What follows belongs to an exercise in optimizing a design on an open flow for small area; a production flow would make more cautious choices. RTL that was checked went through simulation tests only; none was proved equivalent to the original. No activity file was given, so power comes from the tool's default toggle rates.

==> inputs of run H <==
==> flow/design.v <==
module Seven_Segment(
    input clk,  
    input rst,  
    input [3:0] zero_min,
    input [2:0] first_min,
    input [3:0] zero_hour,
    input first_hour,
    output [6:0] segment,
    output [3:0] enable
    );
    reg [2:0] count;      
    reg [1:0] digit_clk;
    reg fresh;            
    reg [3:0] st0;        
    reg [2:0] st1;        
    reg [3:0] st2;        
    reg st3;              
    reg [3:0] shown;      
    wire first = count == 3'd0 || count == 3'd5;
    always @(posedge clk) begin
        case (digit_clk)
            2'd0: st0 <= zero_min;
            2'd1: st1 <= first_min;
            2'd2: st2 <= zero_hour;
            2'd3: st3 <= first_hour;
        endcase
        if (rst) begin
            count <= 3'd5;
            digit_clk <= 0;
            fresh <= 1;
            shown <= 4'd8;
        end else begin
            if (count == 3'd4) begin
                count <= 0;
                digit_clk <= digit_clk + 1;
            end else if (count == 3'd5) begin
                count <= 1;
            end else begin
                count <= count + 1;
            end
            if (first && digit_clk == 2'd3)
                fresh <= 0;
            if (first && fresh)
                shown <= 4'd8;
            else
                case (digit_clk)
                    2'd0: shown <= st0;
                    2'd1: shown <= {1'b0, st1};
                    2'd2: shown <= st2;
                    2'd3: shown <= {3'b000, st3};
                endcase
        end
    end
    wire [1:0] prev = (count == 3'd0) ? digit_clk - 2'd1 : digit_clk;
    assign enable = (count == 3'd5) ? 4'b0000 : ~(4'b0001 << prev);
    wire [2:0] v = shown[2:0];
    assign segment = shown[3] ? (shown[0] ? 7'b0011000 : 7'b0000000) :
                     (v == 3'd0) ? 7'b1000000 :
                     (v == 3'd1) ? 7'b1111001 :
                     (v == 3'd2) ? 7'b0100100 :
                     (v == 3'd3) ? 7'b0110000 :
                     (v == 3'd4) ? 7'b0011001 :
                     (v == 3'd5) ? 7'b0010010 :
                     (v == 3'd6) ? 7'b0000010 : 7'b1111000;
endmodule
module digitalClock(
    input clk,  
    input rst,  
    input ctr,  
    input rgt,  
    input lft,  
    input up,   
    input dn,   
    output [6:0] segment,
    output [3:0] enable,
    output AM_PMled,
    output clock_modeled  
    );
    reg [7:0] cnt_lo;
    reg [1:0] cnt_hi;
    reg [5:0] seconds;    
    reg change;           
    reg clock_mode;       
    reg [2:0] mt;         
    reg [3:0] mu;         
    reg ht;               
    reg [3:0] hu;         
    reg pm;
    reg op_up, op_dn, op_hr;
    assign clock_modeled = clock_mode;
    assign AM_PMled = pm;
    wire lo_end = cnt_lo == 8'h80;
    wire sample = !clock_mode && (cnt_hi != 2'b00 || lo_end);
    wire sec60  = &seconds[5:2];
    wire lo_fb  = cnt_lo[7] ^ cnt_lo[5] ^ cnt_lo[4] ^ cnt_lo[3] ^ (cnt_lo[6:0] == 7'd0);
    wire roll_op = op_hr & !op_up & !op_dn;
    wire mz      = mt == 3'd0 && mu == 4'd0;
    wire m60     = mt[2] & mt[1];
    wire h12am   = ht & hu[1] & !pm;           
    wire h11pm   = ht & hu[0] & pm;            
    wire [2:0] inc_mt = (mu == 4'd9) ? mt + 3'd1 : mt;
    wire [3:0] inc_mu = (mu == 4'd9) ? 4'd0 : mu + 4'd1;
    wire [2:0] dec_mt = (mu == 4'd0) ? mt - 3'd1 : mt;
    wire [3:0] dec_mu = (mu == 4'd0) ? 4'd9 : mu - 4'd1;
    reg inc_ht, inc_pm, dec_ht, dec_pm;
    reg [3:0] inc_hu, dec_hu;
    always @* begin
        inc_pm = pm;
        if (!ht) begin
            inc_ht = hu == 4'd9;
            inc_hu = (hu == 4'd9) ? 4'd0 : hu + 4'd1;
        end else if (hu[1]) begin            
            inc_ht = 0;
            inc_hu = 4'd1;
        end else if (hu[0]) begin            
            inc_ht = 1;
            inc_hu = pm ? 4'd1 : 4'd2;
            inc_pm = 1;
        end else begin                       
            inc_ht = 1;
            inc_hu = 4'd1;
        end
        dec_pm = pm;
        if (!ht) begin
            if (hu == 4'd1) begin            
                dec_ht = 1;
                dec_hu = 4'd2;
                dec_pm = 1;
            end else begin
                dec_ht = 0;
                dec_hu = hu - 4'd1;
            end
        end else if (hu[1]) begin            
            dec_ht = 1;
            dec_hu = 4'd1;
            dec_pm = 0;
        end else if (hu[0]) begin            
            dec_ht = 1;
            dec_hu = 4'd0;
        end else begin                       
            dec_ht = 0;
            dec_hu = 4'd9;
        end
    end
    reg [2:0] nmt;
    reg [3:0] nmu;
    reg nht, npm, roll;
    reg [3:0] nhu;
    always @* begin
        nmt = mt;
        nmu = mu;
        nht = ht;
        nhu = hu;
        npm = pm;
        roll = 0;
        if (roll_op) begin
            nht = 1;
            nhu = 4'd2;
            npm = 0;
            if (m60) begin
                nmt = 0;
                nmu = 0;
            end
        end else if (m60) begin
            roll = h11pm;
            nmt = h11pm ? 3'd6 : 3'd0;
            nmu = 0;
            nht = inc_ht;
            nhu = inc_hu;
            npm = inc_pm;
        end else if (!op_hr) begin
            if (op_up) begin
                nmt = inc_mt;
                nmu = inc_mu;
            end
            if (op_dn) begin
                if (!mz) begin
                    nmt = dec_mt;
                    nmu = dec_mu;
                end else if (!h12am) begin
                    nht = dec_ht;
                    nhu = dec_hu;
                    npm = dec_pm;
                    nmt = 3'd5;
                    nmu = 4'd9;
                end
            end
        end else begin
            if (op_up) begin
                roll = h11pm;
                nht = inc_ht;
                nhu = inc_hu;
                npm = inc_pm;
            end
            if (op_dn && !h12am) begin
                roll = 0;
                nht = dec_ht;
                nhu = dec_hu;
                npm = dec_pm;
            end
        end
    end
    always @(posedge clk) begin
        if (rst) begin
            cnt_lo <= 0;
            cnt_hi <= 0;
            seconds <= 0;
            change <= 0;
            clock_mode <= 0;
            mt <= 0;
            mu <= 0;
            ht <= 1;
            hu <= 4'd2;
            pm <= 0;
            op_up <= 0;
            op_dn <= 0;
            op_hr <= 0;
        end else begin
            cnt_lo <= {cnt_lo[6:0], lo_fb};
            if (lo_end)
                cnt_hi <= cnt_hi + 1;
            if (clock_mode) begin
                if (ctr) begin
                    clock_mode <= 0;
                    change <= 0;
                    seconds <= 0;
                end
                if (lo_end && &cnt_hi)
                    seconds <= seconds + 1;
            end else begin
                if (ctr)
                    clock_mode <= 1;
                if (sample) begin
                    cnt_lo <= 0;
                    cnt_hi <= 0;
                    if (lft || rgt)
                        change <= !change;
                end
            end
            if (sec60)
                seconds <= 0;
            mt <= nmt;
            mu <= nmu;
            ht <= nht;
            hu <= nhu;
            pm <= npm;
            op_up <= sec60 | (sample & up);
            op_dn <= sample & dn;
            op_hr <= roll | (sample & change & (up | dn));
        end
    end
    Seven_Segment SSM(clk, rst, mu, mt, hu, ht, segment, enable);
endmodule
==> flow/flow/run.sh <==
#!/bin/bash
# Own layout flow: the standard layout (standard.sh) with these changes:
#  - synthesis runs the standard flow's synthesis script unchanged except that ABC maps
#    with flow/abc.script (an area-oriented script) and adders are left to
#    ABC instead of being mapped to half/full-adder cells first;
#  - the port buffers are the smallest buffer cell;
#  - clock tree synthesis settings below.
# Each tool's full output is in the ORFS logs under orfs/logs; make's output
# goes to own.log.
set -euo pipefail
W=$PWD
F=$W/flow
sed "s|log_cmd abc {\*}\$abc_args|log_cmd abc -script $F/abc.script {*}[lrange \$abc_args 2 end]|" \
    "$FLOW_HOME/scripts/synth.tcl" > "$W/synth_own.tcl"
grep -q "$F/abc.script" "$W/synth_own.tcl"
sed "s|source \$::env(SCRIPTS_DIR)/synth.tcl|source $W/synth_own.tcl|" "$W/synth_recipe.tcl" > "$W/synth_top.tcl"
grep -q "synth_own.tcl" "$W/synth_top.tcl"
sed "s|SYNTH_SCRIPT=[^ ]*|SYNTH_SCRIPT=$W/synth_top.tcl|" "$W/standard.sh" > "$W/own.sh"
grep -q "synth_top.tcl" "$W/own.sh"
export ADDER_MAP_FILE=
export BUFFER_PORTS_ARGS="-buffer_cell sky130_fd_sc_hd__buf_1"
export CTS_ARGS="-sink_clustering_enable -repair_clock_nets -dont_use_dummy_load -buf_list {sky130_fd_sc_hd__clkbuf_16} -root_buf sky130_fd_sc_hd__clkbuf_16 -sink_clustering_size 60 -sink_clustering_max_diameter 300"
bash "$W/own.sh" > "$W/own.log" 2>&1
==> flow/flow/abc.script <==
strash
&get -n
&deepsyn -T 60
&put
dch -f
amap
mfs2
strash
dch -f
amap
topo
stime -c
buffer -c
upsize -c
dnsize -c
==> flow/standard.sh <==
#!/bin/bash
# synth_recipe.tcl (not shown) runs the flow's synth.tcl, then flattens the netlist and writes it again
# the make line also repeats each setting of config.mk as NAME=value (left out here)
make -C /OpenROAD-flow-scripts/flow DESIGN_CONFIG=/design/flow/config.mk WORK_HOME=/design/flow/orfs CLKGATE_MAP_FILE= SYNTH_SCRIPT=/design/flow/synth_recipe.tcl "${@:-finish}"
==> flow/config.mk <==
export PLATFORM = sky130hd
export DESIGN_NAME = digitalClock
export DESIGN_NICKNAME = digitalClock
export VERILOG_FILES = /design/flow/design.v
export SDC_FILE = /design/flow/constraint.sdc
export NUM_CORES = 4
export LEC_CHECK = 0
export ABC_AREA = 1
export CAP_MARGIN = 20
export CORE_MARGIN = 2
export CORE_UTILIZATION = 40
export SLEW_MARGIN = 20
==> flow/constraint.sdc <==
create_clock -name core_clock -period 10.0 [get_ports {clk}]
set_input_delay 2.0000 -clock core_clock [delete_from_list [all_inputs] [get_ports {clk}]]
set_output_delay 2.0000 -clock core_clock [all_outputs]
set_load 0.01 [all_outputs]
==> run P (differences from run H) <==
--- a/flow/design.v
+++ b/flow/design.v
@@ -11,22 +11,17 @@
     reg [2:0] count;      
     reg [1:0] digit_clk;
-    reg fresh;            
     reg [3:0] st0;        
     reg [2:0] st1;        
     reg [3:0] st2;        
-    reg st3;              
+    reg [1:0] st3;        
     reg [3:0] shown;      
-    wire first = count == 3'd0 || count == 3'd5;
     always @(posedge clk) begin
-        case (digit_clk)
-            2'd0: st0 <= zero_min;
-            2'd1: st1 <= first_min;
-            2'd2: st2 <= zero_hour;
-            2'd3: st3 <= first_hour;
-        endcase
         if (rst) begin
             count <= 3'd5;
             digit_clk <= 0;
-            fresh <= 1;
+            st0 <= 4'd8;
+            st1 <= 3'd7;
+            st2 <= 4'd8;
+            st3 <= 2'b10;
             shown <= 4'd8;
         end else begin
@@ -39,15 +34,10 @@
                 count <= count + 1;
             end
-            if (first && digit_clk == 2'd3)
-                fresh <= 0;
-            if (first && fresh)
-                shown <= 4'd8;
-            else
-                case (digit_clk)
-                    2'd0: shown <= st0;
-                    2'd1: shown <= {1'b0, st1};
-                    2'd2: shown <= st2;
-                    2'd3: shown <= {3'b000, st3};
-                endcase
+            case (digit_clk)
+                2'd0: begin st0 <= zero_min; shown <= st0; end
+                2'd1: begin st1 <= first_min; shown <= {&st1, st1[2:1], st1[0] & ~&st1}; end
+                2'd2: begin st2 <= zero_hour; shown <= st2; end
+                2'd3: begin st3 <= {1'b0, first_hour}; shown <= {st3[1], 2'b00, st3[0]}; end
+            endcase
         end
     end
@@ -77,6 +67,5 @@
     output clock_modeled  
     );
-    reg [7:0] cnt_lo;
-    reg [1:0] cnt_hi;
+    reg [9:0] count;      
     reg [5:0] seconds;    
     reg change;           
@@ -90,8 +79,6 @@
     assign clock_modeled = clock_mode;
     assign AM_PMled = pm;
-    wire lo_end = cnt_lo == 8'h80;
-    wire sample = !clock_mode && (cnt_hi != 2'b00 || lo_end);
+    wire sample = !clock_mode && (count[9:8] != 2'b00 || count[7:0] == 8'hff);
     wire sec60  = &seconds[5:2];
-    wire lo_fb  = cnt_lo[7] ^ cnt_lo[5] ^ cnt_lo[4] ^ cnt_lo[3] ^ (cnt_lo[6:0] == 7'd0);
     wire roll_op = op_hr & !op_up & !op_dn;
     wire mz      = mt == 3'd0 && mu == 4'd0;
@@ -115,5 +102,5 @@
         end else if (hu[0]) begin            
             inc_ht = 1;
-            inc_hu = pm ? 4'd1 : 4'd2;
+            inc_hu = 4'd2;
             inc_pm = 1;
         end else begin                       
@@ -162,47 +149,51 @@
                 nmu = 0;
             end
-        end else if (m60) begin
-            roll = h11pm;
-            nmt = h11pm ? 3'd6 : 3'd0;
-            nmu = 0;
-            nht = inc_ht;
-            nhu = inc_hu;
-            npm = inc_pm;
-        end else if (!op_hr) begin
-            if (op_up) begin
-                nmt = inc_mt;
-                nmu = inc_mu;
-            end
-            if (op_dn) begin
-                if (!mz) begin
-                    nmt = dec_mt;
-                    nmu = dec_mu;
-                end else if (!h12am) begin
+        end else begin
+            if (!op_hr) begin
+                if (op_up) begin
+                    nmt = inc_mt;
+                    nmu = inc_mu;
+                end
+                if (op_dn) begin
+                    if (!mz) begin
+                        nmt = dec_mt;
+                        nmu = dec_mu;
+                    end else if (!h12am) begin
+                        nht = dec_ht;
+                        nhu = dec_hu;
+                        npm = dec_pm;
+                        nmt = 3'd5;
+                        nmu = 4'd9;
+                    end
+                end
+            end else begin
+                if (op_up) begin
+                    if (h11pm)
+                        roll = 1;
+                    nht = inc_ht;
+                    nhu = inc_hu;
+                    npm = inc_pm;
+                end
+                if (op_dn && !h12am) begin
+                    roll = 0;
                     nht = dec_ht;
                     nhu = dec_hu;
                     npm = dec_pm;
-                    nmt = 3'd5;
-                    nmu = 4'd9;
-                end
-            end
-        end else begin
-            if (op_up) begin
-                roll = h11pm;
+                end
+            end
+            if (m60) begin
+                if (h11pm)
+                    roll = 1;
+                nmt = 0;
+                nmu = 0;
                 nht = inc_ht;
                 nhu = inc_hu;
                 npm = inc_pm;
             end
-            if (op_dn && !h12am) begin
-                roll = 0;
-                nht = dec_ht;
-                nhu = dec_hu;
-                npm = dec_pm;
-            end
         end
     end
     always @(posedge clk) begin
         if (rst) begin
-            cnt_lo <= 0;
-            cnt_hi <= 0;
+            count <= 0;
             seconds <= 0;
             change <= 0;
@@ -210,14 +201,11 @@
             mt <= 0;
             mu <= 0;
-            ht <= 1;
-            hu <= 4'd2;
+            ht <= 0;
+            hu <= 0;
             pm <= 0;
             op_up <= 0;
             op_dn <= 0;
-            op_hr <= 0;
+            op_hr <= 1;
         end else begin
-            cnt_lo <= {cnt_lo[6:0], lo_fb};
-            if (lo_end)
-                cnt_hi <= cnt_hi + 1;
             if (clock_mode) begin
                 if (ctr) begin
@@ -226,23 +214,27 @@
                     seconds <= 0;
                 end
-                if (lo_end && &cnt_hi)
+                if (&count)
                     seconds <= seconds + 1;
+                count <= count + 1;
             end else begin
                 if (ctr)
                     clock_mode <= 1;
                 if (sample) begin
-                    cnt_lo <= 0;
-                    cnt_hi <= 0;
+                    count <= 0;
                     if (lft || rgt)
                         change <= !change;
+                end else begin
+                    count <= count + 1;
                 end
             end
             if (sec60)
                 seconds <= 0;
-            mt <= nmt;
-            mu <= nmu;
-            ht <= nht;
-            hu <= nhu;
-            pm <= npm;
+            if (!roll) begin
+                mt <= nmt;
+                mu <= nmu;
+                ht <= nht;
+                hu <= nhu;
+                pm <= npm;
+            end
             op_up <= sec60 | (sample & up);
             op_dn <= sample & dn;
==> flow/run.sh (new file) <==
#!/bin/bash
# synth_recipe.tcl (not shown) runs the flow's synth.tcl, then flattens the netlist and writes it again
# the make line also repeats each setting of config.mk as NAME=value (left out here)
make -C /OpenROAD-flow-scripts/flow DESIGN_CONFIG=/design/flow/config.mk WORK_HOME=/design/flow/orfs CLKGATE_MAP_FILE= SYNTH_SCRIPT=/design/flow/synth_recipe.tcl finish
removed: flow/flow/run.sh
removed: flow/flow/abc.script
removed: flow/standard.sh
==> run K (differences from run H) <==
==> flow/run.sh (new file) <==
#!/bin/bash
# synth_recipe.tcl (not shown) runs the flow's synth.tcl, then flattens the netlist and writes it again
# the make line also repeats each setting of config.mk as NAME=value (left out here)
make -C /OpenROAD-flow-scripts/flow DESIGN_CONFIG=/design/flow/config.mk WORK_HOME=/design/flow/orfs CLKGATE_MAP_FILE= SYNTH_SCRIPT=/design/flow/synth_recipe.tcl finish
removed: flow/flow/run.sh
removed: flow/flow/abc.script
removed: flow/standard.sh
==> comparison <==
Run P ran to the end with no violations. Run K finished with timing, DRC and antenna clean. Run H produced a clean layout. Combinational power: run K is smaller than run P (37%). The highest register-to-register slack belongs to run K, the lowest to run H. The highest cell count belongs to run P, the lowest to run H. Between run H and run K, the lower worst setup slack is in run K (gap 600 ps). Routed wire length: run H < run K < run P. Sequential share of layout area: run K is higher than run P (4.1 points). Non-clock buffer count is the same in run H and run K. Of run H and run P, run P has the higher hold slack (gap 30 ps).
For run P, only the layout was checked, not whether the RTL still works.

==> separate check: timing with driven ports <==
The flow's constraints put no driver on any port. The routed layouts listed below were extracted and timed again, unchanged, in two steps. Step 1 (the two cells are an assumption about what drives the block):
set clk [get_ports {clk}]
set_driving_cell -lib_cell sky130_fd_sc_hd__clkbuf_16 $clk
set_driving_cell -lib_cell sky130_fd_sc_hd__buf_2 [delete_from_list [all_inputs] $clk]
Step 2 moves the port delays by t, midway between the first and last clock arrival at a register: inputs arrive t later, outputs are due t later. That takes back most of the time a late clock gives input paths. a / b / c = no drivers / after step 1 / after step 2; a / b = the first two.
run	shift t [ns]	setup slack, ns	worst setup path at the end	clock arrival spread, ns	cell pins on the clock port's net
run H	0.315	6.312 / 6.278 / 6.355	input to register	0.012 / 0.011	1
run P	0.332	5.715 / 5.689 / 5.520	input to register	0.011 / 0.011	1
run K	0.334	5.709 / 5.676 / 6.010	register to output	0.010 / 0.011	1
After both steps every run listed still meets setup and hold. The setup slack of run P, which loses most, moves by -0.026 ns with the drivers and by -0.195 ns with both steps.
